Context: an optimization exercise on an open-source flow, tuned for a short achievable clock period and few clock cycles. The choices shown serve that exercise and are no tape-out recipe.
The RTL was checked by simulation tests, not by an equivalence proof against the original design.
Power figures rest on the tool's default switching activity, not on a simulated workload.

==> design.v <==
module smm #(parameter N = 12, parameter LN = 4)
          (input clk, reset,
           input [7:0] readdata,
           output we,
           output [15:0] address,
           output [7:0] writedata);
  reg s_f, s_hi, s_lo, s_ld, s_st;
  reg k_ld, k_st;           
  reg [4:0] kj;             
  reg [15:0] PC;            
  reg [15:0] A;             
  reg [7:0] H;              
  reg [7:0] AC, R;
  reg zq;                   
  reg we_q;
  reg hq;                   
  reg [4:0] kq;             
  reg [15:0] tq;            
  reg hzq;                  
  reg [N-1:0] RT;           
  reg [N-1:0] cv;
  reg [15:0] ctag [0:N-1];
  reg [22:0] cdat [0:N-1];  
  reg [LN-1:0] ptr;
  reg [N-1:0] R1, R3;       
  reg [N*N-1:0] ST;         
  reg [N*N-1:0] SI;         
  reg [N-1:0] INV;          
  reg [15:0] PC1, PC3;      
  function [15:0] add16(input [15:0] a, b, input cin);
    reg [15:0] g, p, pp;
    integer k, s;
    begin
      g = a & b;
      p = a ^ b;
      pp = p;
      g[0] = g[0] | (p[0] & cin);
      for (s = 1; s < 16; s = s * 2)
        for (k = 15; k >= s; k = k - 1) begin
          g[k] = g[k] | (pp[k] & g[k-s]);
          pp[k] = pp[k] & pp[k-s];
        end
      add16 = p ^ {g[14:0], cin};
    end
  endfunction
  wire [7:0] op = readdata;
  wire valid = (op[7:4] == 4'h0);
  wire z = zq;
  wire o_ld = valid & (op[3:0] == 4'h1);
  wire o_st = valid & (op[3:0] == 4'h2);
  wire o_jp = valid & (op[3:0] == 4'h5);
  wire o_jz = valid & (op[3:0] == 4'h6);
  wire o_jn = valid & (op[3:0] == 4'h7);
  wire three = o_ld | o_st | o_jp | (o_jz & z) | (o_jn & ~z);
  wire nt = (o_jz & ~z) | (o_jn & z);
  wire simple = valid & ~three & ~nt;
  wire c_ld = kq[0];
  wire c_tk = kq[2] | (kq[3] & z) | (kq[4] & ~z);
  wire [7:0] r_add, r_sub, r_inc, r_and, r_or, r_xor, r_not;
  wire z_r, z_add, z_sub, z_inc, z_and, z_or, z_xor, z_not;
  smm_alu alu(.ac(AC), .r(R), .add(r_add), .sub(r_sub), .inc(r_inc),
              .and_(r_and), .or_(r_or), .xor_(r_xor), .not_(r_not),
              .z_r(z_r), .z_add(z_add), .z_sub(z_sub), .z_inc(z_inc),
              .z_and(z_and), .z_or(z_or), .z_xor(z_xor), .z_not(z_not));
  reg [7:0] acs;
  reg zs;
  always @(*)
    case (op[3:0])
      4'h4: begin acs = R;     zs = z_r;   end
      4'h8: begin acs = r_add; zs = z_add; end
      4'h9: begin acs = r_sub; zs = z_sub; end
      4'hA: begin acs = r_inc; zs = z_inc; end
      4'hB: begin acs = 8'h00; zs = 1'b1;  end
      4'hC: begin acs = r_and; zs = z_and; end
      4'hD: begin acs = r_or;  zs = z_or;  end
      4'hE: begin acs = r_xor; zs = z_xor; end
      4'hF: begin acs = r_not; zs = z_not; end
      default: begin acs = AC; zs = zq;    end
    endcase
  wire [16*N-1:0] tags;
  wire [16*N-1:0] addrs;
  wire [23*N-1:0] dats;
  genvar g;
  generate
    for (g = 0; g < N; g = g + 1) begin : pk
      assign tags[16*g +: 16] = ctag[g];
      assign addrs[16*g +: 16] = cdat[g][15:0];
      assign dats[23*g +: 23] = cdat[g];
    end
  endgenerate
  wire haz = we_q & hzq;
  wire h1, h3r, ht;
  wire [22:0] d1, d3, dt;
  smm_sel #(N) l1(.m(R1), .dats(dats), .hit(h1), .d(d1));
  smm_sel #(N) l3(.m(R3), .dats(dats), .hit(h3r), .d(d3));
  smm_sel #(N) lt(.m(RT), .dats(dats), .hit(ht), .d(dt));
  wire h3 = h3r & ~haz;
  wire [N-1:0] t1, t3, tt;
  smm_row #(N) rw1(.e(R1), .st(ST), .row(t1));
  smm_row #(N) rw3(.e(R3), .st(ST), .row(t3));
  smm_row #(N) rwt(.e(RT), .st(ST), .row(tt));
  wire [N-1:0] i1, i3, it;
  smm_row #(N) ri1(.e(R1), .st(SI), .row(i1));
  smm_row #(N) ri3(.e(R3), .st(SI), .row(i3));
  smm_row #(N) rit(.e(RT), .st(SI), .row(it));
  wire [15:0] a1 = (h1 & d1[21]) ? d1[15:0] : PC1;
  wire [15:0] a3 = (h3 & d3[21]) ? d3[15:0] : PC3;
  wire [15:0] at = (ht & dt[21]) ? dt[15:0] : tq;
  wire sel_t = s_f & hq & c_tk;
  wire sel_1 = s_f & ~hq & ~nt;
  wire lhit = sel_t ? ht : (sel_1 ? h1 : h3);
  wire [22:0] ldat = sel_t ? dt : (sel_1 ? d1 : d3);
  wire [N-1:0] rtn = sel_t ? tt : (sel_1 ? t1 : t3);
  wire [N-1:0] invc = sel_t ? it : (sel_1 ? i1 : i3);
  wire [15:0] anext = sel_t ? at : (sel_1 ? a1 : a3);
  wire [15:0] npc = sel_t ? tq : (sel_1 ? PC1 : PC3);
  wire [N-1:0] q_t1, q_t3, q_p2, q_p3, q_p4, q_p6;
  smm_cmp #(N) ct1(.tags(tags), .a(add16(tq, 16'd1, 1'b0)), .m(q_t1));
  smm_cmp #(N) ct3(.tags(tags), .a(add16(tq, 16'd3, 1'b0)), .m(q_t3));
  smm_cmp #(N) cp2(.tags(tags), .a(add16(PC, 16'd2, 1'b0)), .m(q_p2));
  smm_cmp #(N) cp3(.tags(tags), .a(PC3), .m(q_p3));
  smm_cmp #(N) cp4(.tags(tags), .a(PC4), .m(q_p4));
  smm_cmp #(N) cp6(.tags(tags), .a(add16(PC, 16'd6, 1'b0)), .m(q_p6));
  wire r_1 = s_f & ~hq & simple;
  wire r_w = (s_f & ~hq & three) | s_hi | s_lo;
  wire [N-1:0] fmask = s_lo ? ~({{(N-1){1'b0}}, 1'b1} << ptr) : {N{1'b1}};
  wire [N-1:0] r1n = (sel_t ? q_t1 : (r_1 ? q_p2 : q_p4)) & fmask;
  wire [N-1:0] r3n = (sel_t ? q_t3 : (r_1 ? q_p4 : (r_w ? q_p3 : q_p6))) & fmask;
  wire use_l = (s_f & (hq | simple | nt)) | s_ld | s_st;
  wire fill = s_lo;
  wire [15:0] jt = {H, readdata};
  wire [7:0] H1 = H + 8'd1;
  wire [8:0] jl1 = {1'b0, readdata} + 9'd1;
  wire [8:0] jl3 = {1'b0, readdata} + 9'd3;
  wire [15:0] jt1 = {jl1[8] ? H1 : H, jl1[7:0]};
  wire [15:0] jt3 = {jl3[8] ? H1 : H, jl3[7:0]};
  wire [N-1:0] col, rown;
  smm_cmp #(N) cc(.tags(addrs), .a(PC), .m(col));
  smm_cmp #(N) cr(.tags(tags), .a(jt), .m(rown));
  wire self = (jt == PC);
  wire [15:0] PC2 = add16(PC, 16'd2, 1'b0);
  wire [15:0] PC4 = add16(PC, 16'd4, 1'b0);
  wire [15:0] PC5 = add16(PC, 16'd5, 1'b0);
  wire hzf = k_st & ((jt == PC3) | (jt == PC4) | (jt == PC5));
  wire [N-1:0] q_j1, q_j3;
  smm_jcmp #(N, 1) cj1(.tags(tags), .h(H), .l(readdata), .m(q_j1));
  smm_jcmp #(N, 3) cj3(.tags(tags), .h(H), .l(readdata), .m(q_j3));
  wire [N-1:0] wrow, c0, c1, c2;
  smm_wcmp #(N) cw(.tags(tags), .h(H), .l(readdata), .m(wrow));
  smm_cmp #(N) cc0(.tags(addrs), .a(PC), .m(c0));
  smm_cmp #(N) cc1(.tags(addrs), .a(PC1), .m(c1));
  smm_cmp #(N) cc2(.tags(addrs), .a(PC2), .m(c2));
  wire [N-1:0] wcol = c0 | c1 | c2;
  wire wself = (jt == PC) | (jt == PC1) | (jt == PC2);
  reg [N-1:0] cvn;
  integer i, j;
  always @(*)
    for (i = 0; i < N; i = i + 1)
      cvn[i] = (fill & (ptr == i)) | (cv[i] & ~(we_q & INV[i]));
  wire [N-1:0] pmask = {{(N-1){1'b0}}, 1'b1} << ptr;
  wire [N-1:0] invs = (wrow & ~pmask) | (wself ? pmask : {N{1'b0}});
  always @(posedge clk, posedge reset)
    if (reset) begin
      s_f <= 1'b1; s_hi <= 1'b0; s_lo <= 1'b0; s_ld <= 1'b0; s_st <= 1'b0;
      k_ld <= 1'b0; k_st <= 1'b0; kj <= 5'd0;
      PC <= 16'h0000; A <= 16'h0000; H <= 8'h00;
      AC <= 8'h00; R <= 8'h00; zq <= 1'b1; we_q <= 1'b0;
      hq <= 1'b0; kq <= 5'd0; tq <= 16'h0000; RT <= {N{1'b0}}; hzq <= 1'b0;
      cv <= {N{1'b0}}; ptr <= {LN{1'b0}};
      R1 <= {N{1'b0}}; R3 <= {N{1'b0}}; INV <= {N{1'b0}};
      PC1 <= 16'h0001; PC3 <= 16'h0003;
    end else begin
      s_f <= (s_f & (hq | simple | nt)) | (s_lo & ~k_ld & ~k_st) | s_ld | s_st;
      s_hi <= s_f & ~hq & three;
      s_lo <= s_hi;
      s_ld <= s_lo & k_ld;
      s_st <= s_lo & k_st;
      we_q <= (s_lo & k_st) | (use_l & lhit & ldat[17]);
      if (s_f & ~hq & three) begin
        k_ld <= o_ld;
        k_st <= o_st;
        kj <= {o_jn, o_jz, o_jp, o_st, o_ld};
      end
      if (s_lo & ~k_ld & ~k_st) begin
        R1 <= q_j1 & fmask & cvn;
        R3 <= q_j3 & fmask & cvn;
      end else begin
        R1 <= r1n & cvn;
        R3 <= r3n & cvn;
      end
      if (use_l) begin
        hq <= lhit;
        kq <= ldat[20:16];
        tq <= ldat[15:0];
        hzq <= ldat[22];
        RT <= rtn & fmask & cvn;
        PC <= npc;
        PC1 <= sel_t ? add16(tq, 16'd1, 1'b0) : (sel_1 ? PC2 : PC3 + 16'd1);
        PC3 <= sel_t ? add16(tq, 16'd3, 1'b0) : (sel_1 ? PC4 : add16(PC, 16'd6, 1'b0));
        INV <= invc;
        A <= anext;
      end else if (s_f & ~hq & three) begin
        A <= PC1;
      end else if (s_hi) begin
        A <= PC2;
      end else if (s_lo) begin
        hq <= 1'b0;
        hzq <= hzf;
        A <= jt;
        INV <= invs;
        if (~k_ld & ~k_st) begin
          PC <= jt;
          PC1 <= jt1;
          PC3 <= jt3;
        end
      end
      if (s_hi) H <= readdata;
      if (s_f & ~hq & simple) begin
        AC <= acs;
        zq <= zs;
      end else if (s_ld | (s_f & hq & c_ld)) begin
        AC <= readdata;
        zq <= (readdata == 8'h00);
      end
      if (s_f & ~hq & simple & (op[3:0] == 4'h3)) R <= AC;
      cv <= cvn;
      if (fill) ptr <= (ptr == N - 1) ? {LN{1'b0}} : ptr + 1'b1;
    end
  always @(posedge clk)
    if (fill) begin
      ctag[ptr] <= PC;
      cdat[ptr] <= {hzf, kj[1] | kj[0], kj, jt};
      for (i = 0; i < N; i = i + 1)
        for (j = 0; j < N; j = j + 1)
          if (i == ptr && j == ptr) ST[N*i+j] <= self;
          else if (i == ptr) ST[N*i+j] <= rown[j];
          else if (j == ptr) ST[N*i+j] <= col[i];
      for (i = 0; i < N; i = i + 1)
        for (j = 0; j < N; j = j + 1)
          if (i == ptr && j == ptr) SI[N*i+j] <= wself;
          else if (i == ptr) SI[N*i+j] <= wrow[j];
          else if (j == ptr) SI[N*i+j] <= wcol[i];
    end
  assign we = we_q;
  assign address = A;
  assign writedata = AC;
endmodule
module smm_alu(input [7:0] ac, r,
               output [7:0] add, sub, inc, and_, or_, xor_, not_,
               output z_r, z_add, z_sub, z_inc, z_and, z_or, z_xor, z_not);
  function [7:0] add8(input [7:0] a, b, input cin);
    reg [7:0] g, p, pp;
    integer k, s;
    begin
      g = a & b;
      p = a ^ b;
      pp = p;
      g[0] = g[0] | (p[0] & cin);
      for (s = 1; s < 8; s = s * 2)
        for (k = 7; k >= s; k = k - 1) begin
          g[k] = g[k] | (pp[k] & g[k-s]);
          pp[k] = pp[k] & pp[k-s];
        end
      add8 = p ^ {g[6:0], cin};
    end
  endfunction
  assign add = add8(ac, r, 1'b0);
  assign sub = add8(ac, ~r, 1'b1);
  assign inc = add8(ac, 8'd0, 1'b1);
  assign and_ = ac & r;
  assign or_ = ac | r;
  assign xor_ = ac ^ r;
  assign not_ = ~ac;
  assign z_r = (r == 8'h00);
  assign z_add = ((ac ^ r) == {ac[6:0] | r[6:0], 1'b0});
  assign z_sub = (ac == r);
  assign z_inc = (ac == 8'hFF);
  assign z_and = ((ac & r) == 8'h00);
  assign z_or = ((ac | r) == 8'h00);
  assign z_xor = (ac == r);
  assign z_not = (ac == 8'hFF);
endmodule
module smm_wcmp #(parameter N = 16)
                (input [16*N-1:0] tags, input [7:0] h, l, output [N-1:0] m);
  genvar g;
  generate
    for (g = 0; g < N; g = g + 1) begin : c
      wire [7:0] tl = tags[16*g +: 8];
      wire [7:0] th = tags[16*g+8 +: 8];
      wire [7:0] tl1 = tl + 8'd1;
      wire [7:0] tl2 = tl + 8'd2;
      wire hs = (h == th);
      wire hp = (h == th + 8'd1);
      wire m0 = (l == tl) & hs;
      wire m1 = (l == tl1) & ((l == 8'd0) ? hp : hs);
      wire m2 = (l == tl2) & ((l <= 8'd1) ? hp : hs);
      assign m[g] = m0 | m1 | m2;
    end
  endgenerate
endmodule
module smm_jcmp #(parameter N = 16, parameter K = 1)
                (input [16*N-1:0] tags, input [7:0] h, l, output [N-1:0] m);
  localparam [7:0] LIM = 256 - K;
  wire [7:0] h1 = h + 8'd1;
  genvar g;
  generate
    for (g = 0; g < N; g = g + 1) begin : c
      wire [7:0] tl = tags[16*g +: 8];
      wire [7:0] th = tags[16*g+8 +: 8];
      wire [7:0] tlk = tl - K;
      wire hs = (th == h);
      wire hp = (th == h1);
      assign m[g] = (l == tlk) & ((l >= LIM) ? hp : hs);
    end
  endgenerate
endmodule
module smm_cmp #(parameter N = 16)
               (input [16*N-1:0] tags, input [15:0] a, output [N-1:0] m);
  genvar g;
  generate
    for (g = 0; g < N; g = g + 1) begin : c
      assign m[g] = (tags[16*g +: 16] == a);
    end
  endgenerate
endmodule
module smm_row #(parameter N = 16)
               (input [N-1:0] e, input [N*N-1:0] st, output reg [N-1:0] row);
  integer i;
  always @(*) begin
    row = {N{1'b0}};
    for (i = 0; i < N; i = i + 1)
      row = row | ({N{e[i]}} & st[N*i +: N]);
  end
endmodule
module smm_sel #(parameter N = 16)
               (input [N-1:0] m, input [23*N-1:0] dats,
                output hit, output reg [22:0] d);
  integer i;
  assign hit = |m;
  always @(*) begin
    d = 23'd0;
    for (i = 0; i < N; i = i + 1)
      d = d | ({23{m[i]}} & dats[23*i +: 23]);
  end
endmodule
==> run.sh <==
#!/bin/bash
# synth_recipe.tcl (not shown) runs the flow's synth.tcl, then flattens the netlist and writes it again
# the make line also repeats each setting of config.mk as NAME=value (left out here)
make -C /OpenROAD-flow-scripts/flow DESIGN_CONFIG=/design/flow/config.mk WORK_HOME=/design/flow/orfs CLKGATE_MAP_FILE= SYNTH_SCRIPT=/design/flow/synth_recipe.tcl finish
==> config.mk <==
export PLATFORM = sky130hd
export DESIGN_NAME = smm
export DESIGN_NICKNAME = smm
export VERILOG_FILES = /design/flow/design.v
export SDC_FILE = /design/flow/constraint.sdc
export NUM_CORES = 4
export LEC_CHECK = 0
export CAP_MARGIN = 20
export CORE_MARGIN = 2
export CORE_UTILIZATION = 50
export PLACE_DENSITY = 0.65
export SETUP_SLACK_MARGIN = 2.0
export SLEW_MARGIN = 20
export SYNTH_HIERARCHICAL = 1
export TNS_END_PERCENT = 100
==> constraint.sdc <==
create_clock -name core_clock -period 5.0 [get_ports {clk}]
set_input_delay 1.0000 -clock core_clock [delete_from_list [all_inputs] [get_ports {clk}]]
set_output_delay 1.0000 -clock core_clock [all_outputs]
set_load 0.01 [all_outputs]
==> results of run 1 <==
## power breakdown
group,total (mW),switching (mW),internal [mW]
combinational,3.69,2.36,1.32
sequential,8.54,0.0893,8.45
clock,9.31,4.21,5.09
total,21.5,6.67,14.9
## cell families (layout without fill, tap and decap cells)
logic type      after synthesis  after routing  share of synthesized area
compound gates             2167           2169                      0.177
mux                          83             83                    0.00906
fa+ha+maj                   112            112                     0.0148
flops                       942            942                      0.287
buf+inv                     917           1730                     0.0567
other cells                   0             80                          0
xor+xnor                   3104           3104                      0.287
simple gates               2983           2983                      0.169
## Yosys stat by module (local to each module, per instance), a selection
module / cells / copies in the design / cell area, sq um
smm_alu: 159 / 1 / 1130
smm: 3473 / 1 / 41100
## layer usage
layer	vias to the layer above	routed length [um]	GRT usage
met5	-	2250	0.0767
met4	79	77500	0.513
met3	4941	119000	0.387
met2	12792	215000	0.752
met1	51583	184000	0.639
li1	39678	-	-
## worst min-delay path, cell delays in order, from the launching register on
cell and delay [ns]:
sky130_fd_sc_hd__dfrtp_1 0.32, sky130_fd_sc_hd__nand2_1 0.04, sky130_fd_sc_hd__nand2_1 0.07
## synthesized netlist by cell type (all sizes together) (181+ instances only)
| master | count | area, sq um |
|---|---|---|
| o21ai | 284 | 1430 |
| a221oi | 432 | 4290 |
| clkbuf | 310 | 1180 |
| dfrtp | 181 | 4530 |
| nand2 | 851 | 3190 |
| nand4 | 638 | 4040 |
| a22o | 431 | 3810 |
| xor2 | 446 | 3910 |
| nand3 | 371 | 1860 |
| a21oi | 295 | 1480 |
| nor2 | 393 | 1490 |
| nor4 | 239 | 2270 |
| xnor2 | 2649 | 23300 |
| edfxtp | 756 | 22700 |
| buf | 471 | 3720 |
## how the worst max path moves through the flow
stage | startpoint | endpoint | slack, ns | cells after the start
6_report | tq[0] | R1[9] | 1.40 | 17
5_1_grt | tq[2] | R1[11] | 1.50 | 16
4_1_cts | readdata[2] | SI[36] | 1.65 | 13
3_5_place_dp | readdata[7] | SI[27] | 0.27 | 12
3_3_place_gp | readdata[7] | SI[27] | 0.19 | 12
2_1_floorplan | reset | PC[0] | 1.41 | 1
## what timing repair did
item                                   in CTS  in global routing
setup endpoints to repair                 839                568
cloned                                     26                 10
endpoints found under the hold margin       0                  0
gates resized for setup                   892                415
setup buffers                             519                166
pin swaps                                 320                210
hold buffers                                0                  0
## state kept, by name (all words and copies together), names as in the netlist, 16 cells and up
signal / cells
ST: 144
A: 16
ctag: 192
PC1: 16
cdat: 276
SI: 144
PC: 16
tq: 16
PC3: 16
## final cells by class
cell class	count	area, sq um
Fill cell	15334	71700
Clock buffer	137	3040
Sequential cell	942	27500
Inverter	136	614
Tap cell	2511	3140
Antenna cell	80	200
Clock inverter	81	943
Timing Repair Buffer	1376	14900
Multi-Input combinational cell	8451	67700
## stage by stage
step                      hold slack [ns]  utilization  cells  power (mW)  area (sq um)
after floorplan                     0.352            -  10308        10.6         96200
after global placement              0.453        0.530  12694        11.5        101000
after detailed placement            0.459        0.530  12694        11.6        101000
after CTS                           0.473        0.603  13457        20.9        114000
after global routing                0.491        0.621  13650        21.6        118000
final                               0.471        0.622  13714        21.5        118000
==> metrics.json, run 1 <==
{
  "rsz0062_at_grt": {"value": "true"},
  "yosysWarnings": {"value": 10},
  "cts_root_buf": {"value": "sky130_fd_sc_hd__clkbuf_16"},
  "finalMaxSlewViolations": {"value": 0},
  "crit_path_max_fo": {"value": 6},
  "ys_types": {"value": 116},
  "clock-skew-final": {"value": 0.0815, "unit": "ns"},
  "synthFlopType": {"value": "sky130_fd_sc_hd__edfxtp_1"},
  "worstSetupPathType": {"value": "reg2reg"},
  "critical_path.n_buffers_inverters": {"value": 8},
  "mappedNetlistArea": {"value": 95400, "unit": "sq um"},
  "min_period_over_period": {"value": 0.721},
  "gp_congestion": {"value": 1.18},
  "finalCriticalPeriod": {"value": 3.60, "unit": "ns"},
  "detail_route.vias_per_cell": {"value": 7.95},
  "final_layout_size_suffix_gt1_frac": {"value": 0.237},
  "floorplan.die.height": {"value": 441, "unit": "um"},
  "drt_drc_violations_left": {"value": 0},
  "final_common_cell": {"value": "sky130_fd_sc_hd__xnor2_1"},
  "tns": {"value": 0, "unit": "ns"},
  "synth_seq_area_share": {"value": 0.287},
  "rows": {"value": 160},
  "area_delta_synth_final": {"value": 23.8, "unit": "%"},
  "avgRoutedWirePerCell": {"value": 43.6, "unit": "um"},
  "synth_area_per_cell": {"value": 9.25, "unit": "sq um"},
  "gr-usage-all-layers": {"value": 0.584},
  "regToRegEndpoint": {"value": "R1[9]"},
  "die_footprint": {"value": 194000, "unit": "sq um"},
  "run_status": {"value": "no timing/DRC/antenna violations"},
  "maximum_cell_stage_delay_along_the_critical_path": {"value": 0.40, "unit": "ns"},
  "place.port_buffers": {"value": 34},
  "final_critical_path_setup_slack": {"value": 1.40, "unit": "ns"},
  "timing.critical_path.arrival": {"value": 4.36, "unit": "ns"},
  "max_slew.worst_pin.slew": {"value": 1.37, "unit": "ns"},
  "grt_antenna_before_repair": {"value": 66},
  "grt_first_pass_wirelength": {"value": 792000, "unit": "um"},
  "kind_of_cell_adding_the_most_delay_to_the_critical_path": {"value": "buffers and inverters"},
  "hold-path-endpoint": {"value": "cv[3]"},
  "slew-limit-headroom": {"value": 0.0848},
  "async_set_or_reset_flop_fraction_in_the_synthesized_netlist": {"value": 0.197},
  "clock_tree.buffer_depth": {"value": 3},
  "worst_setup_path_start_kind": {"value": "flop"},
  "post_detailed_route_count_of_antenna_violating_nets": {"value": 0},
  "crit-reg2reg-launch": {"value": "tq[0]"},
  "tritoncts_num_sinks": {"value": 942},
  "timing.critical_path.slowest_stage_cell": {"value": "sky130_fd_sc_hd__dfrtp_2"},
  "drt_pass1_iterations": {"value": 16},
  "hp-start": {"value": "cv[3]"},
  "critical_path.cell_chain": {"value": "clkinvlp_4 > buf_6 > buf_6 > nor4_2 > buf_4 > buf_6 > buf_6 > xor2_4 > buf_12 > buf_4 > xnor2_1 > nand4_1 > nor4_2 > nor2_1 > a211oi_2 > a21oi_2 > nor2_1"},
  "cts_made_buffers": {"value": 115},
  "crit_top_cell": {"value": "sky130_fd_sc_hd__buf_6"},
  "r2r_slack": {"value": 1.40, "unit": "ns"},
  "drt_iter0_drc": {"value": 23289},
  "fmax": {"value": 277, "unit": "MHz"},
  "vias": {"value": 109073},
  "setup.worst_path.end_class": {"value": "flop"},
  "timing.final.hold_violations": {"value": 0},
  "vdd.ir_drop.worst": {"value": 0.371, "unit": "mV"},
  "globalRouteOverflowTotal": {"value": 0},
  "min-delay-path-class": {"value": "reg2reg"},
  "largest_net_degree_at_the_start_of_global_routing": {"value": 91},
  "nets": {"value": 11143},
  "setup_viol": {"value": 0},
  "tritoncts_clock_tree": {"value": "built"},
  "mappedNetlistNets": {"value": 10429},
  "floorplan.initialDensity": {"value": 0.503},
  "timing.max_cap.violations": {"value": 0},
  "core_region_area": {"value": 190000, "unit": "sq um"},
  "worstRegToRegCells": {"value": 17},
  "clock_tree.htree_level_count": {"value": 3},
  "leakagePower": {"value": 41.3, "unit": "nW"},
  "p_per_area": {"value": 182, "unit": "nW/um^2"},
  "syn_inst": {"value": 10308},
  "clk_pin_slew_worst_paths": {"value": 0.07, "unit": "ns"},
  "clock_insertion_delay_worst_skew": {"value": 0.92, "unit": "ns"},
  "hold-path-cell-count": {"value": 2},
  "flop_and_latch_count_out_of_synthesis": {"value": 942},
  "fp.dieW": {"value": 441, "unit": "um"},
  "pre_cts_slack": {"value": 0.268, "unit": "ns"},
  "vias_in_the_first_global_route": {"value": 97461},
  "io_pins": {"value": 35},
  "edff_count_synth": {"value": 756},
  "timing.critical_path.required": {"value": 5.76, "unit": "ns"},
  "most-common-layout-cells": {"value": "sky130_fd_sc_hd__xnor2_1 (2520), sky130_fd_sc_hd__buf_4 (885), sky130_fd_sc_hd__edfxtp_1 (756)"},
  "detailedPlacementHpwl": {"value": 357000, "unit": "um"},
  "routed_wirelength": {"value": 598000, "unit": "um"}
}
Testbench counts, summed over its fixed seeds: cycles 46,810.
==> run 2: changes to the inputs <==
--- a/design.v
+++ b/design.v
@@ -117,8 +117,8 @@
   wire [N-1:0] q_t1, q_t3, q_p2, q_p3, q_p4, q_p6;
-  smm_cmp #(N) ct1(.tags(tags), .a(add16(tq, 16'd1, 1'b0)), .m(q_t1));
-  smm_cmp #(N) ct3(.tags(tags), .a(add16(tq, 16'd3, 1'b0)), .m(q_t3));
-  smm_cmp #(N) cp2(.tags(tags), .a(add16(PC, 16'd2, 1'b0)), .m(q_p2));
+  smm_jcmp #(N, 1) ct1(.tags(tags), .h(tq[15:8]), .l(tq[7:0]), .m(q_t1));
+  smm_jcmp #(N, 3) ct3(.tags(tags), .h(tq[15:8]), .l(tq[7:0]), .m(q_t3));
+  smm_jcmp #(N, 2) cp2(.tags(tags), .h(PC[15:8]), .l(PC[7:0]), .m(q_p2));
   smm_cmp #(N) cp3(.tags(tags), .a(PC3), .m(q_p3));
-  smm_cmp #(N) cp4(.tags(tags), .a(PC4), .m(q_p4));
-  smm_cmp #(N) cp6(.tags(tags), .a(add16(PC, 16'd6, 1'b0)), .m(q_p6));
+  smm_jcmp #(N, 4) cp4(.tags(tags), .h(PC[15:8]), .l(PC[7:0]), .m(q_p4));
+  smm_jcmp #(N, 6) cp6(.tags(tags), .h(PC[15:8]), .l(PC[7:0]), .m(q_p6));
   wire r_1 = s_f & ~hq & simple;
@@ -151,3 +151,3 @@
   smm_cmp #(N) cc1(.tags(addrs), .a(PC1), .m(c1));
-  smm_cmp #(N) cc2(.tags(addrs), .a(PC2), .m(c2));
+  smm_jcmp #(N, 2) cc2(.tags(addrs), .h(PC[15:8]), .l(PC[7:0]), .m(c2));
   wire [N-1:0] wcol = c0 | c1 | c2;
==> metrics.json, run 2 <==
{
  "vias_in_the_first_global_route": {"value": 118150, "change": "+21%"},
  "fillerInstances": {"value": 17540, "change": "+14%"},
  "drt_drc_violations_left": {"value": 0, "change": "unchanged"},
  "timing.critical_path.arrival": {"value": 4.26, "unit": "ns", "change": "-0.10 ns"},
  "max_slew.worst_pin.slew": {"value": 1.32, "unit": "ns", "change": "-0.0498 ns"},
  "flop_and_latch_count_out_of_synthesis": {"value": 942, "change": "unchanged"},
  "combinational_family_with_the_most_area_after_synthesis": {"value": "XOR/XNOR gates"},
  "grt_first_pass_wirelength": {"value": 989000, "unit": "um", "change": "+25%"},
  "async_set_or_reset_flop_fraction_in_the_synthesized_netlist": {"value": 0.197, "change": "unchanged"},
  "floorplan.initialDensity": {"value": 0.502, "change": "about the same"},
  "synth_top_cells_by_area": {"value": "sky130_fd_sc_hd__edfxtp_1 (21%), sky130_fd_sc_hd__xnor2_1 (17%), sky130_fd_sc_hd__xor2_1 (8.5%)"},
  "setup_viol": {"value": 0, "change": "unchanged"},
  "io_pins": {"value": 35, "change": "unchanged"},
  "post_detailed_route_count_of_antenna_violating_nets": {"value": 0, "change": "unchanged"},
  "floorplan.die.height": {"value": 471, "unit": "um", "change": "+6.8%"},
  "synth_common_cells": {"value": "sky130_fd_sc_hd__xnor2_1 (2137), sky130_fd_sc_hd__xor2_1 (1052), sky130_fd_sc_hd__nand2_1 (1000)"},
  "tritoncts_num_sinks": {"value": 942, "change": "unchanged"},
  "core_region_area": {"value": 217000, "unit": "sq um", "change": "+14%"},
  "rsz0062_at_grt": {"value": "true"},
  "die_footprint": {"value": 221000, "unit": "sq um", "change": "+14%"},
  "tns": {"value": 0, "unit": "ns", "change": "unchanged"},
  "timing.critical_path.slowest_stage_cell": {"value": "sky130_fd_sc_hd__o21ai_4"},
  "edff_count_synth": {"value": 756, "change": "unchanged"},
  "xor_and_xnor_area_share_after_synthesis": {"value": 0.269, "change": "-0.0184"},
  "grt_antenna_before_repair": {"value": 66, "change": "unchanged"},
  "ys_types": {"value": 122, "change": "+5.2%"},
  "gr-usage-all-layers": {"value": 0.640, "change": "+0.0565"},
  "post_synth_fa_ha_maj_area_fraction": {"value": 0.0220, "change": "+0.00722"},
  "worstRegToRegCells": {"value": 11, "change": "-6"},
  "vias": {"value": 133708, "change": "+23%"},
  "final_common_cell": {"value": "sky130_fd_sc_hd__xnor2_1"},
  "fp.dieW": {"value": 471, "unit": "um", "change": "+6.8%"},
  "tritoncts_clock_tree": {"value": "built"},
  "synth_area_per_cell": {"value": 8.79, "unit": "sq um", "change": "-5.0%"},
  "clk_pin_slew_worst_paths": {"value": 0.07, "unit": "ns", "change": "about the same"},
  "place.port_buffers": {"value": 34, "change": "unchanged"},
  "vdd.ir_drop.worst": {"value": 0.360, "unit": "mV", "change": "-3.0%"},
  "detailedPlacementHpwl": {"value": 470000, "unit": "um", "change": "+32%"},
  "timing.final.hold_violations": {"value": 0, "change": "unchanged"},
  "max_ffs_per_register": {"value": 276, "change": "unchanged"},
  "synth_simple_gate_area_frac": {"value": 0.187, "change": "+0.0188"},
  "regToRegEndpoint": {"value": "SI[24]"},
  "cts_root_buf": {"value": "sky130_fd_sc_hd__clkbuf_16"},
  "synthFlopType": {"value": "sky130_fd_sc_hd__edfxtp_1"},
  "postCtsHoldBufs": {"value": 0, "change": "unchanged"},
  "globalRouteOverflowTotal": {"value": 0, "change": "unchanged"},
  "drt_pass1_iterations": {"value": 17, "change": "+1"},
  "mappedNetlistArea": {"value": 109000, "unit": "sq um", "change": "+14%"},
  "crit_path_max_fo": {"value": 11, "change": "+5"},
  "most-common-layout-cells": {"value": "sky130_fd_sc_hd__xnor2_1 (2087), sky130_fd_sc_hd__buf_4 (1295), sky130_fd_sc_hd__xor2_1 (1009)"},
  "avgRoutedWirePerCell": {"value": 45.7, "unit": "um", "change": "+5.0%"},
  "fmax": {"value": 285, "unit": "MHz", "change": "+2.8%"},
  "final_layout_size_suffix_gt1_frac": {"value": 0.247, "change": "+0.0102"},
  "worst_setup_path_endpoint": {"value": "SI[24]"},
  "finalMaxSlewViolations": {"value": 0, "change": "unchanged"},
  "worstSetupPathType": {"value": "in2reg"},
  "clock_tree.buffer_depth": {"value": 3, "change": "unchanged"},
  "critical_path.cell_chain": {"value": "buf_16 > or4_4 > or4_4 > nor2_8 > buf_12 > buf_8 > o2111ai_2 > nor3_2 > a211oi_2 > o21ai_4 > buf_6 > o21ai_1 > o22ai_1"},
  "finalCriticalPeriod": {"value": 3.51, "unit": "ns", "change": "-0.0978 ns"},
  "multi_input_comb_area": {"value": 81300, "unit": "sq um", "change": "+20%"},
  "min_period_over_period": {"value": 0.701, "change": "-0.0196"},
  "routed_wirelength": {"value": 761000, "unit": "um", "change": "+27%"},
  "run_status": {"value": "no timing/DRC/antenna violations"},
  "nets": {"value": 13798, "change": "+24%"},
  "mappedNetlistNets": {"value": 12588, "change": "+21%"},
  "slew-limit-headroom": {"value": 0.118, "change": "+0.0332"},
  "clock-skew-final": {"value": 0.0675, "unit": "ns", "change": "-0.0140 ns"},
  "clock_insertion_delay_worst_skew": {"value": 0.92, "unit": "ns", "change": "about the same"},
  "crit_top_cell": {"value": "sky130_fd_sc_hd__or4_4"},
  "maximum_cell_stage_delay_along_the_critical_path": {"value": 0.57, "unit": "ns", "change": "+0.17 ns"},
  "setup.worst_path.end_class": {"value": "flop"},
  "timing.max_cap.violations": {"value": 0, "change": "unchanged"},
  "crit-reg2reg-launch": {"value": "H[4]"},
  "regMostFlops": {"value": "cdat"},
  "regArea": {"value": 27600, "unit": "sq um", "change": "+0.23%"},
  "most_frequent_cell_after_synthesis": {"value": "sky130_fd_sc_hd__xnor2_1"},
  "clock_tree.htree_level_count": {"value": 3, "change": "unchanged"},
  "leakagePower": {"value": 51.1, "unit": "nW", "change": "+24%"},
  "gp_congestion": {"value": 1.15, "change": "-2.5%"},
  "syn_inst": {"value": 12389, "change": "+20%"},
  "largest_net_degree_at_the_start_of_global_routing": {"value": 123, "change": "+35%"},
  "rows": {"value": 171, "change": "+6.9%"},
  "muxShareOfSynthArea": {"value": 0.0103, "change": "+0.00121"},
  "hp-start": {"value": "cv[2]"},
  "worst_setup_path_start_kind": {"value": "input pin"},
  "cts_made_buffers": {"value": 117, "change": "+1.7%"},
  "whs": {"value": 0.484, "unit": "ns", "change": "+0.0130 ns"},
  "detail_route.vias_per_cell": {"value": 8.04, "change": "+1.1%"},
  "r2r_slack": {"value": 1.53, "unit": "ns", "change": "+0.13 ns"},
  "timing.critical_path.required": {"value": 5.76, "unit": "ns", "change": "about the same"},
  "p_per_area": {"value": 162, "unit": "nW/um^2", "change": "-11%"},
  "drt_iter0_drc": {"value": 28316, "change": "+22%"},
  "synth_top_cell_by_area": {"value": "sky130_fd_sc_hd__edfxtp_1"},
  "yosysWarnings": {"value": 10, "change": "unchanged"},
  "synth-compound-area-share": {"value": 0.203, "change": "+0.0265"},
  "area_delta_synth_final": {"value": 28.2, "unit": "%"},
  "worst_setup_path_startpoint": {"value": "readdata[6]"},
  "min-delay-path-class": {"value": "reg2reg"},
  "top_regs": {"value": "cdat x276, ctag x192"},
  "netlist.area_leader.share": {"value": 0.209, "change": "-0.0339"},
  "synth_seq_area_share": {"value": 0.251, "change": "-0.0355"}
}
-- run 2: layout make-up --
class	count	area share
clock buffer	145	0.0227
timing repair buffer	1973	0.152
inverter	307	0.00909
multi-input combinational	10258	0.583
tap	2854	0.0256
clock inverter	78	0.00860
antenna	74	0.00133
sequential	942	0.198
-- run 2: worst max-delay path, delay by kind of cell --
family	cells	cell delay, ns
AO/OA/AOI/OAI	5	1.07
AND/OR/NAND/NOR	4	1.42
buffers and inverters	4	0.72
-- run 2: routing by layer --
metal | track usage | vias up | share of wire
met5 | 0.0770 | - | 0.0041
met4 | 0.599 | 90 | 0.14
met3 | 0.413 | 6227 | 0.20
met2 | 0.814 | 15556 | 0.35
met1 | 0.702 | 63222 | 0.31
li1 | - | 48613 | -
-- run 2: cell families (layout without fill, tap and decap cells) --
family,Yosys count,in the layout
adder cells (fa/ha/maj),191,191
AO/OA/AOI/OAI,2952,2954
buffers and inverters,1194,2503
other,0,74
flip-flops,942,942
XOR/XNOR,3257,3257
multiplexers,108,108
AND/OR/NAND/NOR,3745,3748
-- run 2: how the worst min path moves through the flow --
stage          cells after the start  slack, ns    end
6_report                           2       0.48  cv[2]
5_1_grt                            2       0.48  cv[3]
4_1_cts                            2       0.48  cv[2]
3_5_place_dp                       2       0.46  cv[9]
3_3_place_gp                       2       0.45  cv[7]
2_1_floorplan                      0       0.35   s_lo
-- run 2: what timing repair did --
action / in CTS / in global routing
resized for setup: 999 / 748
gates cloned: 32 / 31
pin swaps: 304 / 312
endpoints found under the setup margin: 739 / 571
setup buffers: 722 / 329
-- run 2: Yosys stat by module (local to each module, per instance), a selection --
module | cells | flops+latches | times used | area (sq um)
smm | 3386 | 942 | 1 | 40900
smm_alu | 159 | 0 | 1 | 1130
-- run 2: power by group --
| part | internal, mW | switching [mW] | leakage, nW |
|---|---|---|---|
| clock | 5.77 | 4.39 | 2.09 |
| combinational | 1.44 | 2.46 | 39.6 |
| sequential | 8.45 | 0.100 | 9.45 |
-- run 2: stage by stage --
step / utilization / cell area (sq um) / std cells / power (mW) / setup slack (ns)
finish: 0.644 / 140000 / 16631 / 22.6 / 1.49
global route: 0.644 / 139000 / 16578 / 22.6 / 1.55
CTS: 0.611 / 133000 / 16196 / 21.8 / 1.61
detailed placement: 0.532 / 115000 / 15219 / 11.5 / -0.203
global placement: 0.532 / 115000 / 15215 / 11.4 / -0.176
floorplan: - / 109000 / 12389 / 10.4 / 1.45
Testbench counts of run 2, summed over its fixed seeds: cycles 46,810.
==> run 3: changes to the inputs <==
--- a/config.mk
+++ b/config.mk
@@ -9,4 +9,4 @@
 export CORE_MARGIN = 2
-export CORE_UTILIZATION = 50
-export PLACE_DENSITY = 0.65
+export CORE_UTILIZATION = 45
+export PLACE_DENSITY = 0.6
 export SETUP_SLACK_MARGIN = 2.0
==> metrics.json, run 3 <==
{
  "run_status": {"value": "no timing/DRC/antenna violations"},
  "worstSetupPathType": {"value": "reg2reg"},
  "final_layout_size_suffix_gt1_frac": {"value": 0.254, "change": "+0.00757"},
  "regArea": {"value": 27600, "unit": "sq um", "change": "about the same"},
  "synth_top_cells_by_area": {"value": "sky130_fd_sc_hd__edfxtp_1 (21%), sky130_fd_sc_hd__xnor2_1 (17%), sky130_fd_sc_hd__xor2_1 (8.5%)"},
  "mappedNetlistArea": {"value": 109000, "unit": "sq um", "change": "unchanged"},
  "leakagePower": {"value": 50.9, "unit": "nW", "change": "-0.52%"},
  "drt_drc_violations_left": {"value": 0, "change": "unchanged"},
  "detailedPlacementHpwl": {"value": 488000, "unit": "um", "change": "+3.8%"},
  "max_slew.worst_pin.slew": {"value": 1.38, "unit": "ns", "change": "+0.0544 ns"},
  "gr-usage-all-layers": {"value": 0.582, "change": "-0.0581"},
  "timing.critical_path.slowest_stage_cell": {"value": "sky130_fd_sc_hd__nor4_1"},
  "synthFlopType": {"value": "sky130_fd_sc_hd__edfxtp_1"},
  "tritoncts_num_sinks": {"value": 942, "change": "unchanged"},
  "p_per_area": {"value": 157, "unit": "nW/um^2", "change": "-3.2%"},
  "clock_tree.buffer_depth": {"value": 3, "change": "unchanged"},
  "worst_setup_path_endpoint": {"value": "R1[7]"},
  "regToRegEndpoint": {"value": "R1[7]"},
  "critical_path.cell_chain": {"value": "buf_12 > buf_4 > buf_4 > nand4_1 > nor4_4 > xnor2_4 > xor2_1 > nand3_1 > nor4_1 > a21oi_1 > nor2_1"},
  "post_detailed_route_count_of_antenna_violating_nets": {"value": 0, "change": "unchanged"},
  "gp_congestion": {"value": 1.13, "change": "-1.3%"},
  "rows": {"value": 180, "change": "+5.3%"},
  "die_footprint": {"value": 246000, "unit": "sq um", "change": "+11%"},
  "cts_root_buf": {"value": "sky130_fd_sc_hd__clkbuf_16"},
  "final_core_utilization": {"value": 0.582, "change": "-0.0619"},
  "cp_num_cells": {"value": 11, "change": "-2"},
  "largest_net_degree_at_the_start_of_global_routing": {"value": 110, "change": "-11%"},
  "setup_viol": {"value": 0, "change": "unchanged"},
  "postCtsHoldBufs": {"value": 0, "change": "unchanged"},
  "slew-limit-headroom": {"value": 0.0792, "change": "-0.0388"},
  "timing.final.hold_violations": {"value": 0, "change": "unchanged"},
  "finalMaxSlewViolations": {"value": 0, "change": "unchanged"},
  "setup.worst_path.end_class": {"value": "flop"},
  "max_ffs_per_register": {"value": 276, "change": "unchanged"},
  "cts_made_buffers": {"value": 116, "change": "-0.85%"},
  "drt_pass1_iterations": {"value": 13, "change": "-4"},
  "area_delta_synth_final": {"value": 28.6, "unit": "%"},
  "finalCriticalPeriod": {"value": 3.45, "unit": "ns", "change": "-0.0542 ns"},
  "clk_pin_slew_worst_paths": {"value": 0.06, "unit": "ns", "change": "about the same"},
  "core_region_area": {"value": 241000, "unit": "sq um", "change": "+11%"},
  "most-common-layout-cells": {"value": "sky130_fd_sc_hd__xnor2_1 (2083), sky130_fd_sc_hd__buf_4 (1322), sky130_fd_sc_hd__xor2_1 (992)"},
  "min-delay-path-class": {"value": "reg2reg"},
  "mappedNetlistNets": {"value": 12588, "change": "unchanged"},
  "regMostFlops": {"value": "cdat"},
  "crit_path_max_fo": {"value": 6, "change": "-5"},
  "io_pins": {"value": 35, "change": "unchanged"},
  "fp.dieW": {"value": 496, "unit": "um", "change": "+5.4%"},
  "maximum_cell_stage_delay_along_the_critical_path": {"value": 0.45, "unit": "ns", "change": "-0.12 ns"},
  "worstRegToRegCells": {"value": 11, "change": "unchanged"},
  "detail_route.vias_per_cell": {"value": 7.56, "change": "-6.0%"},
  "grt_antenna_before_repair": {"value": 69, "change": "+4.5%"},
  "ys_types": {"value": 122, "change": "unchanged"},
  "final_critical_path_setup_slack": {"value": 1.55, "unit": "ns", "change": "+0.0542 ns"},
  "worst_setup_path_start_kind": {"value": "flop"},
  "clock_insertion_delay_worst_skew": {"value": 0.92, "unit": "ns", "change": "about the same"},
  "clock_tree.htree_level_count": {"value": 3, "change": "unchanged"},
  "synth_common_cells": {"value": "sky130_fd_sc_hd__xnor2_1 (2137), sky130_fd_sc_hd__xor2_1 (1052), sky130_fd_sc_hd__nand2_1 (1000)"},
  "r2r_slack": {"value": 1.55, "unit": "ns", "change": "+0.02 ns"},
  "critical_path.n_buffers_inverters": {"value": 3, "change": "-1"},
  "kind_of_cell_adding_the_most_delay_to_the_critical_path": {"value": "simple AND/OR/NAND/NOR gates"},
  "vias": {"value": 128170, "change": "-4.1%"},
  "fillerInstances": {"value": 20921, "change": "+19%"},
  "floorplan.initialDensity": {"value": 0.453, "change": "-0.0497"},
  "vdd.ir_drop.worst": {"value": 0.304, "unit": "mV", "change": "-15%"},
  "timing.max_cap.violations": {"value": 0, "change": "unchanged"},
  "netlist.area_leader.share": {"value": 0.209, "change": "unchanged"},
  "final_common_cell": {"value": "sky130_fd_sc_hd__xnor2_1"},
  "clock-skew-final": {"value": 0.118, "unit": "ns", "change": "+0.0504 ns"},
  "pre_cts_slack": {"value": 0.111, "unit": "ns", "change": "+0.314 ns"},
  "multi_input_comb_area": {"value": 82000, "unit": "sq um", "change": "+0.80%"},
  "avgRoutedWirePerCell": {"value": 44.7, "unit": "um", "change": "-2.3%"},
  "syn_inst": {"value": 12389, "change": "unchanged"},
  "flop_and_latch_count_out_of_synthesis": {"value": 942, "change": "unchanged"},
  "most_frequent_cell_after_synthesis": {"value": "sky130_fd_sc_hd__xnor2_1"},
  "whs": {"value": 0.474, "unit": "ns", "change": "-0.0104 ns"},
  "tritoncts_clock_tree": {"value": "built"},
  "timing.critical_path.required": {"value": 5.77, "unit": "ns", "change": "about the same"},
  "tns": {"value": 0, "unit": "ns", "change": "unchanged"},
  "grt_first_pass_wirelength": {"value": 989000, "unit": "um", "change": "about the same"},
  "edff_count_synth": {"value": 756, "change": "unchanged"},
  "crit-reg2reg-launch": {"value": "H[4]"},
  "nets": {"value": 13815, "change": "+0.12%"},
  "top_regs": {"value": "cdat x276, ctag x192"},
  "synth_area_per_cell": {"value": 8.79, "unit": "sq um", "change": "unchanged"},
  "yosysWarnings": {"value": 10, "change": "unchanged"},
  "async_set_or_reset_flop_fraction_in_the_synthesized_netlist": {"value": 0.197, "change": "unchanged"},
  "timing.critical_path.arrival": {"value": 4.22, "unit": "ns", "change": "-0.04 ns"},
  "routed_wirelength": {"value": 758000, "unit": "um", "change": "-0.39%"},
  "report.power.total": {"value": 22.0, "unit": "mW", "change": "-2.9%"},
  "drt_iter0_drc": {"value": 24450, "change": "-14%"},
  "worst_setup_path_startpoint": {"value": "H[4]"},
  "floorplan.die.height": {"value": 496, "unit": "um", "change": "+5.4%"},
  "synth_seq_area_share": {"value": 0.251, "change": "unchanged"},
  "place.port_buffers": {"value": 34, "change": "unchanged"},
  "fmax": {"value": 290, "unit": "MHz", "change": "+1.6%"},
  "crit_top_cell": {"value": "sky130_fd_sc_hd__buf_4"},
  "synth_top_cell_by_area": {"value": "sky130_fd_sc_hd__edfxtp_1"},
  "globalRouteOverflowTotal": {"value": 0, "change": "unchanged"},
  "min_period_over_period": {"value": 0.690, "change": "-0.0108"},
  "vias_in_the_first_global_route": {"value": 115513, "change": "-2.2%"},
  "rsz0062_at_grt": {"value": "true"}
}
## run 3: per-stage QoR
step	instance area, sq um	cells
after CTS	134000	16603
after detailed placement	116000	15604
after global routing	140000	16907
after global placement	116000	15603
after floorplan	109000	12389
final	140000	16956
## run 3: what timing repair did
item | in CTS | in global routing
setup buffers | 751 | 289
resized for setup | 1108 | 721
pin swaps | 330 | 365
hold endpoints to repair | 0 | 0
cloned | 26 | 12
setup endpoints to repair | 757 | 583
## run 3: per-module statistics from Yosys, one instance, submodules excluded, a selection
module   flip-flops and latches  area (sq um)  cells inside  copies in the design
smm                         942         40900          3386                     1
smm_alu                       0          1130           159                     1
## run 3: cell families after synthesis
family                     synth area share
buffers and inverters                0.0568
adders and majority gates            0.0220
and+or+nand+nor                       0.187
AOI/OAI and AO/OA                     0.203
xor gates and xnor gates              0.269
muxes                                0.0103
DFF                                   0.251
## run 3: area by class of cell
class / count / share of cell area
Clock inverter: 69 / 0.00636
Tap cell: 3185 / 0.0285
Sequential cell: 942 / 0.197
Clock buffer: 153 / 0.0234
Multi-Input combinational cell: 10261 / 0.586
Timing Repair Buffer: 1988 / 0.149
Inverter: 307 / 0.00889
Antenna cell: 51 / 0.000911
## run 3: how the worst min path moves through the flow
stage                 end   from  cells past startpoint  slack, ns
floorplan            s_lo   s_hi                      0       0.35
global placement    cv[3]  cv[3]                      2       0.45
detailed placement  cv[3]  cv[3]                      2       0.46
CTS                 cv[3]  cv[3]                      2       0.47
global route        cv[3]  cv[3]                      2       0.50
finish              cv[7]  cv[7]                      2       0.47
## run 3: worst reg2reg max path: stages (launching register included)
cell and delay, ns:
sky130_fd_sc_hd__dfrtp_4 0.44, sky130_fd_sc_hd__buf_12 0.17, sky130_fd_sc_hd__buf_4 0.27, sky130_fd_sc_hd__buf_4 0.30, sky130_fd_sc_hd__nand4_1 0.23, sky130_fd_sc_hd__nor4_4 0.33, sky130_fd_sc_hd__xnor2_4 0.31, sky130_fd_sc_hd__xor2_1 0.37
sky130_fd_sc_hd__nand3_1 0.25, sky130_fd_sc_hd__nor4_1 0.45, sky130_fd_sc_hd__a21oi_1 0.13, sky130_fd_sc_hd__nor2_1 0.17
## run 3: layer usage
metal	global-route usage	part of all wire
met1	0.663	0.33
met2	0.780	0.38
met3	0.289	0.17
met4	0.551	0.13
met5	0.00483	0.0012
## run 3: power by group
part	total (mW)	internal, mW	leakage, nW	switching (mW)
combinational	3.76	1.40	39.4	2.37
sequential	8.54	8.45	9.44	0.0875
clock	9.66	5.32	2.01	4.33

-- separate check: timing with driven ports --
No port has a modelled driver above. Below, the same layouts with a new extraction and two added sets of constraints. Step 1: set_driving_cell puts a clkbuf_16 on clk and a buf_2 on each other input, an assumption about the parent block. Step 2 also shifts input and output timing later by t, the mid clock arrival at the registers, as if the neighbouring blocks saw the same clock. a / b / c = ideal / step 1 / step 2; a / b = the first two.
| run | t (ns) | setup WS [ns] | clock arrival spread, ns | cell pins on the clock port's net |
|---|---|---|---|---|
| run 1 | 0.990 | 1.396 / 1.396 / 0.622 | 0.086 / 0.086 | 1 |
| run 2 | 1.010 | 1.494 / 1.384 / 0.374 | 0.073 / 0.073 | 1 |
| run 3 | 0.984 | 1.548 / 1.548 / 0.594 | 0.118 / 0.118 | 1 |
After both steps setup and hold are still met in every run listed. For run 2, which loses most, drivers alone change the setup slack by -0.110 ns; drivers and shift together by -1.120 ns.
